This design comes from an exercise in tuning for small area on the open sky130 flow, not from production work.
Function was checked by simulation only, so behaviour that the tests miss may differ from the original.
Power figures rest on the tool's default switching activity, not on a simulated workload.

Setup of old:
==> module ahb_dec, before the edit <==
module ahb_dec (
  input  [3:0]a,
  input  w,
  output [10:0]sel,
  output [10:0]we,
  output [10:0]nwe
);
wire [3:0]lo;
wire [2:0]hi;
wire [2:0]hiw;
genvar j, k;
generate
  for (j = 0; j < 4; j = j + 1) begin : g_lo
    assign lo[j] = (a[1:0] == j);
  end
  for (j = 0; j < 3; j = j + 1) begin : g_hi
    assign hi[j]  = (a[3:2] == j);
    assign hiw[j] = hi[j] & w;
  end
  for (k = 0; k < 11; k = k + 1) begin : g
    ahb_and2  u_sel (.a(lo[k % 4]), .b(hi[k / 4]),  .y(sel[k]));
    ahb_and2  u_we  (.a(lo[k % 4]), .b(hiw[k / 4]), .y(we[k]));
    ahb_nand2 u_nwe (.a(lo[k % 4]), .b(hiw[k / 4]), .y(nwe[k]));
  end
endgenerate
endmodule
==> module ahb_and2, before the edit <==
module ahb_and2 (
  input  a,
  input  b,
  output y
);
assign y = a & b;
endmodule
==> flow/config.mk <==
export PLATFORM = sky130hd
export DESIGN_NAME = ahb
export DESIGN_NICKNAME = ahb
export VERILOG_FILES = /design/flow/design.v
export SDC_FILE = /design/flow/constraint.sdc
export NUM_CORES = 4
export LEC_CHECK = 0
export CAP_MARGIN = 0
export CORE_MARGIN = 2
export CORE_UTILIZATION = 65
export SLEW_MARGIN = 0
export SYNTH_HIERARCHICAL = 1
==> flow/constraint.sdc <==
create_clock -name core_clock -period 10.0 [get_ports {hclk}]
set_input_delay 2.0000 -clock core_clock [delete_from_list [all_inputs] [get_ports {hclk}]]
set_output_delay 2.0000 -clock core_clock [all_outputs]
set_load 0.01 [all_outputs]
standard.sh (not shown) runs the stock make flow with config.mk's settings and CLKGATE_MAP_FILE= SYNTH_SCRIPT=/design/flow/synth_recipe.tcl, a recipe that flattens the netlist after the stock synthesis.
==> flow/flow/run.sh <==
#!/bin/bash
# Standard ORFS layout, with the smallest buffer (sky130_fd_sc_hd__buf_1)
# on every port and a clock tree built without dummy loads.
set -euo pipefail
CTS="-sink_clustering_enable -repair_clock_nets -dont_use_dummy_load -buf_list sky130_fd_sc_hd__clkbuf_16 -root_buf sky130_fd_sc_hd__clkbuf_4 -tree_buf sky130_fd_sc_hd__clkbuf_4 -sink_clustering_size 28 -sink_clustering_max_diameter 150"
bash standard.sh 'BUFFER_PORTS_ARGS=-buffer_cell sky130_fd_sc_hd__buf_1' "CTS_ARGS=$CTS" finish > make_finish.log 2>&1
[inputs] new vs old
diff --git a/flow/design.v b/flow/design.v
--- a/flow/design.v
+++ b/flow/design.v
@@ -139,30 +139,36 @@
   output [10:0]nwe
 );
 wire [3:0]lo;
+wire [3:0]nlo;
 wire [2:0]hi;
+wire [2:0]nhi;
 wire [2:0]hiw;
+wire [2:0]nhiw;
 genvar j, k;
 generate
   for (j = 0; j < 4; j = j + 1) begin : g_lo
-    assign lo[j] = (a[1:0] == j);
+    assign lo[j]  = (a[1:0] == j);
+    assign nlo[j] = ~lo[j];
   end
   for (j = 0; j < 3; j = j + 1) begin : g_hi
-    assign hi[j]  = (a[3:2] == j);
-    assign hiw[j] = hi[j] & w;
+    assign hi[j]   = (a[3:2] == j);
+    assign nhi[j]  = ~hi[j];
+    assign hiw[j]  = hi[j] & w;
+    assign nhiw[j] = ~hiw[j];
   end
   for (k = 0; k < 11; k = k + 1) begin : g
-    ahb_and2  u_sel (.a(lo[k % 4]), .b(hi[k / 4]),  .y(sel[k]));
-    ahb_and2  u_we  (.a(lo[k % 4]), .b(hiw[k / 4]), .y(we[k]));
-    ahb_nand2 u_nwe (.a(lo[k % 4]), .b(hiw[k / 4]), .y(nwe[k]));
+    ahb_nor2  u_sel (.a(nlo[k % 4]), .b(nhi[k / 4]),  .y(sel[k]));
+    ahb_nor2  u_we  (.a(nlo[k % 4]), .b(nhiw[k / 4]), .y(we[k]));
+    ahb_nand2 u_nwe (.a(lo[k % 4]),  .b(hiw[k / 4]),  .y(nwe[k]));
   end
 endgenerate
 endmodule
-module ahb_and2 (
+module ahb_nor2 (
   input  a,
   input  b,
   output y
 );
-assign y = a & b;
+assign y = ~(a | b);
 endmodule
 module ahb_nand2 (
   input  a,
Notes after the runs:
Going from old to new, via count climbed about 0.7%; power barely changed; maximum number of pins on one net before global-route repair climbed 0.57%.
Between new and old, it is new whose layout overhead on the synthesized area is higher, by 0.93 points.
Measured against old, the maximum vdd drop of new comes out at 0.66 times the reference value.
In new relative to old, cell count had gone up slightly.
There was hardly any difference in wire length between new and old.
Against old, new reports a global-route usage that is higher.
Register bit count reported by yosys: new vs old identical
Synthesized cell count for new is higher than for old.
| post-placement worst setup slack | new vs old | worse |
Summary — delay of the slowest critical-path stage, new relative to old: higher, by 30 ps.
new ran to completion and came out clean on the timing, design-rule and antenna checks.

-- what the ideal ports hide --
Ports are ideal in the flow. The routed layouts listed here were re-timed in OpenROAD.
Step 1 (the two cells are an assumption about what drives the block):
set clk [get_ports {hclk}]
set_driving_cell -lib_cell sky130_fd_sc_hd__clkbuf_16 $clk
set_driving_cell -lib_cell sky130_fd_sc_hd__buf_2 [delete_from_list [all_inputs] $clk]
Step 2 times the ports against the registers' clock, not the clock port: input delays grow and output delays shrink by t, the midpoint of the rising clock arrivals with the driver on.
a / b / c = no drivers / after step 1 / after step 2; a / b = the first two.
| run | shift t [ns] | slack for setup (ns) | clock arrival spread, ns | worst register clock-pin slew, ns | cell pins on the clock port's net |
|---|---|---|---|---|---|
| old | 0.710 | 4.752 / 4.709 / 5.419 | 0.030 / 0.030 | 0.11 / 0.11 | 1 |
| new | 0.733 | 4.569 / 4.523 / 5.256 | 0.033 / 0.032 | 0.11 / 0.11 | 1 |
After both steps setup and hold are still met in every run listed.
